Context: an optimization exercise on an open-source flow, tuned for small area, a short achievable clock period and few clock cycles per item. The choices shown serve that exercise and are no tape-out recipe. RTL that was checked went through simulation tests only; none was proved equivalent to the original.

==> flow/design.v (excerpt) <==
module dot_product_sequential #(
    parameter WIDTH = 16,
    parameter N = 8
)(
    input  wire clk,
    input  wire rst_n,
    input  wire input_valid,
    output reg  input_ready,
    input  wire [(WIDTH*N)-1:0] A_vec,
    input  wire [(WIDTH*N)-1:0] B_vec,
    output reg  [(2*WIDTH + $clog2(N)) - 1 : 0] result,
    output reg  output_valid
);
Size in the first run: ~570 flip-flops, roughly 300 I/O pins, roughly 63000 um^2 of cells after synthesis.
clock: 15.0 ns
lec_check: 0
cap_margin: 20
core_margin: 2
core_utilization: 65
slew_margin: 20
standard.sh (not shown) runs the stock make flow with config.mk's settings and CLKGATE_MAP_FILE= SYNTH_SCRIPT=/design/flow/synth_recipe.tcl, a recipe that flattens the netlist after the stock synthesis.
==> flow/flow/run.sh <==
#!/bin/bash
# Own layout flow: the standard layout with these changes.
#  Synthesis (the standard flow's script, two changes):
#  1. Yosys's "synth -run fine:" runs with -noabc, so the explicit full-adder tree of the RTL reaches
#     extract_fa intact (abc -fast scrambles its polarity and extract_fa then pads it with inverters).
#  2. extract_fa extracts full adders only (-fa): the RTL's few half adders work on inverted bits,
#     and as ha cells they would need inverters on every pin.
#  Layout: the standard ORFS steps, with
#  - repair_timing asked for a setup margin (SETUP_SLACK_MARGIN), so that it sizes the critical
#    paths for a shorter period than the 15 ns clock (the SDC is the standard flow's, unchanged);
#  - every port still buffered, with a small buffer cell (BUFFER_PORTS_ARGS);
#  - optional power recovery (RECOVER_POWER) after global routing.
set -euo pipefail
MARGIN=${MARGIN:-10.8}
PORTBUF=${PORTBUF:-sky130_fd_sc_hd__buf_1}
RECOVER=${RECOVER:-0}
work=$(pwd)
sed 's/extract_fa {\*}\[dont_use_extract_fa_args\]/extract_fa -fa/' $FLOW_HOME/scripts/synth.tcl > flow_synth_body.tcl
grep -q 'extract_fa -fa$' flow_synth_body.tcl
sed -e 's/-nofsm -noshare/-nofsm -noshare -noabc/' \
    -e "s|source \$::env(SCRIPTS_DIR)/synth.tcl|source $work/flow_synth_body.tcl|" synth_recipe.tcl > flow_synth.tcl
grep -q -- '-noabc' flow_synth.tcl
grep -q flow_synth_body flow_synth.tcl
res=$work/orfs/results/$FLOW_PLATFORM/dot_product_sequential/base
bash standard.sh SYNTH_SCRIPT=$work/flow_synth.tcl $res/1_2_yosys.v > synth.log 2>&1
bash standard.sh SETUP_SLACK_MARGIN=$MARGIN "BUFFER_PORTS_ARGS=-buffer_cell $PORTBUF" \
  RECOVER_POWER=$RECOVER > layout.log 2>&1
Testbench counts at the start, summed over its fixed seeds: cycles 1,624, items 1,600.
Change:
--- a/flow/config.mk
+++ b/flow/config.mk
@@ -8,4 +8,6 @@
 export CAP_MARGIN = 20
 export CORE_MARGIN = 2
-export CORE_UTILIZATION = 65
+export CORE_UTILIZATION = 70
+export CTS_CLUSTER_DIAMETER = 100
+export CTS_CLUSTER_SIZE = 22
 export SLEW_MARGIN = 20
Result: First-iteration DRC count grows by 15%; clock-buffer cell count shrinks by 35; non-clock buffer count grows by 19; design area shrinks by 1.5%.

---

## juniper
dot_product_sequential again, from the RTL that the note above started with.
export LEC_CHECK = 0
export CAP_MARGIN = 20
export CORE_MARGIN = 2
export CORE_UTILIZATION = 65
export CTS_CLUSTER_DIAMETER = 100
export CTS_CLUSTER_SIZE = 22
export SLEW_MARGIN = 20
create_clock -name core_clock -period 15.0 [get_ports {clk}]
Scripts as last shown in full above: flow/flow/run.sh
juniper completed; timing, DRC and antenna clean
Testbench counts of juniper, summed over its fixed seeds: cycles 1,624, items 1,600.
### juniper -> fjord
Settings: an added GPL_ROUTABILITY_DRIVEN of 0.
[summary]
Signed area change from the synthesized netlist to the final layout delta (fjord -> juniper): insignificant
Taking juniper as the reference, in fjord TritonCTS buffer count -1; final instance area ~0 delta.
Modified inputs, violet compared to fjord
Settings: TNS_END_PERCENT: unset -> 5; GPL_ROUTABILITY_DRIVEN: 0 -> unset.
Results
- As of violet, number of violations reported at the end of detailed-routing iteration 0 had risen slightly compared to fjord.
- violet vs fjord — minimum clock period rose 29 ps.

---

Another version of the RTL of dot_product_sequential (not shown whole).
Size: ~5500 cells after synthesis, about 580 flip-flops, ~300 I/O pins.
==> flow/config.mk <==
export PLATFORM = sky130hd
export DESIGN_NAME = dot_product_sequential
export DESIGN_NICKNAME = dot_product_sequential
export VERILOG_FILES = /design/flow/design.v
export SDC_FILE = /design/flow/constraint.sdc
export NUM_CORES = 4
export LEC_CHECK = 0
export CAP_MARGIN = 20
export CORE_MARGIN = 2
export CORE_UTILIZATION = 65
export SLEW_MARGIN = 20
==> flow/constraint.sdc <==
create_clock -name core_clock -period 15.0 [get_ports {clk}]
set_input_delay 3.0000 -clock core_clock [delete_from_list [all_inputs] [get_ports {clk}]]
set_output_delay 3.0000 -clock core_clock [all_outputs]
set_load 0.01 [all_outputs]
==> flow/flow/run.sh <==
#!/bin/bash
# Own layout flow: the standard layout with these changes.
#  Synthesis (the standard flow's script, two changes):
#  1. Yosys's "synth -run fine:" runs with -noabc, so the explicit full-adder tree of the RTL reaches
#     extract_fa intact (abc -fast scrambles its polarity and extract_fa then pads it with inverters).
#  2. extract_fa extracts full adders only (-fa): the RTL's few half adders work on inverted bits,
#     and as ha cells they would need inverters on every pin.
#  Layout: the standard ORFS steps, with
#  - repair_timing asked for a setup margin (SETUP_SLACK_MARGIN), so that it sizes the critical
#    paths for a shorter period than the 15 ns clock (the SDC is the standard flow's, unchanged);
#  - every port still buffered, with a small buffer cell (BUFFER_PORTS_ARGS);
#  - optional power recovery (RECOVER_POWER) after global routing.
set -euo pipefail
MARGIN=${MARGIN:-10.7}
PORTBUF=${PORTBUF:-sky130_fd_sc_hd__buf_1}
RECOVER=${RECOVER:-50}
work=$(pwd)
sed 's/extract_fa {\*}\[dont_use_extract_fa_args\]/extract_fa -fa/' $FLOW_HOME/scripts/synth.tcl > flow_synth_body.tcl
grep -q 'extract_fa -fa$' flow_synth_body.tcl
sed -e 's/-nofsm -noshare/-nofsm -noshare -noabc/' \
    -e "s|source \$::env(SCRIPTS_DIR)/synth.tcl|source $work/flow_synth_body.tcl|" synth_recipe.tcl > flow_synth.tcl
grep -q -- '-noabc' flow_synth.tcl
grep -q flow_synth_body flow_synth.tcl
res=$work/orfs/results/$FLOW_PLATFORM/dot_product_sequential/base
bash standard.sh SYNTH_SCRIPT=$work/flow_synth.tcl $res/1_2_yosys.v > synth.log 2>&1
bash standard.sh SETUP_SLACK_MARGIN=$MARGIN "BUFFER_PORTS_ARGS=-buffer_cell $PORTBUF" \
  RECOVER_POWER=$RECOVER > layout.log 2>&1
The starting point completed and failed the layout checks on capacitance limit, slew limit.
==> next run, changes <==
--- a/flow/flow/run.sh
+++ b/flow/flow/run.sh
@@ -12,7 +12,7 @@
 #  - optional power recovery (RECOVER_POWER) after global routing.
 set -euo pipefail
-MARGIN=${MARGIN:-10.7}
+MARGIN=${MARGIN:-10.3}
 PORTBUF=${PORTBUF:-sky130_fd_sc_hd__buf_1}
-RECOVER=${RECOVER:-50}
+RECOVER=${RECOVER:-0}
 work=$(pwd)
 sed 's/extract_fa {\*}\[dont_use_extract_fa_args\]/extract_fa -fa/' $FLOW_HOME/scripts/synth.tcl > flow_synth_body.tcl
Now the flow passed the timing, DRC and antenna checks; maximum frequency is higher by roughly a tenth; cell count is lower by a few percent; routed wire length is lower by a few percent; global-route usage is lower by 0.33 points; clock-buffer cell count is lower by 3.
Function was not checked in any run of this note: the RTL went through the layout flow alone.

[what the ideal ports hide]
The results above use ideal ports. As a check the final layouts listed here were re-extracted and re-timed, cells and wires unchanged. Step 1: set_driving_cell puts a clkbuf_16 on clk and a buf_2 on each other input, an assumption about the parent block. Step 2 moves the port delays by t, midway between the first and last clock arrival at a register: inputs arrive t later, outputs are due t later. That takes back most of the time a late clock gives input paths. a / b / c = ideal / step 1 / step 2; a / b = the first two.
run | t (ns) | setup WS [ns] | latest minus earliest clock arrival (ns) | worst register clock-pin slew, ns | pins driven straight from the clock port
the first run of note 1 | 0.799 | 10.736 / 10.654 / 10.741 | 0.054 / 0.054 | 0.09 / 0.09 | 1
the second run of note 1 | 0.744 | 10.663 / 10.663 / 10.663 | 0.073 / 0.072 | 0.09 / 0.09 | 1
juniper | 0.742 | 10.721 / 10.714 / 10.721 | 0.060 / 0.059 | 0.11 / 0.11 | 1
fjord | 0.730 | 10.721 / 10.721 / 10.721 | 0.055 / 0.055 | 0.11 / 0.11 | 1
violet | 0.740 | 10.693 / 10.693 / 10.693 | 0.061 / 0.061 | 0.10 / 0.10 | 1
the first run of note 3 | 0.749 | 9.822 / 9.822 / 9.822 | 0.046 / 0.046 | 0.08 / 0.08 | 1
the second run of note 3 | 0.737 | 10.279 / 10.279 / 10.279 | 0.046 / 0.046 | 0.08 / 0.08 | 1
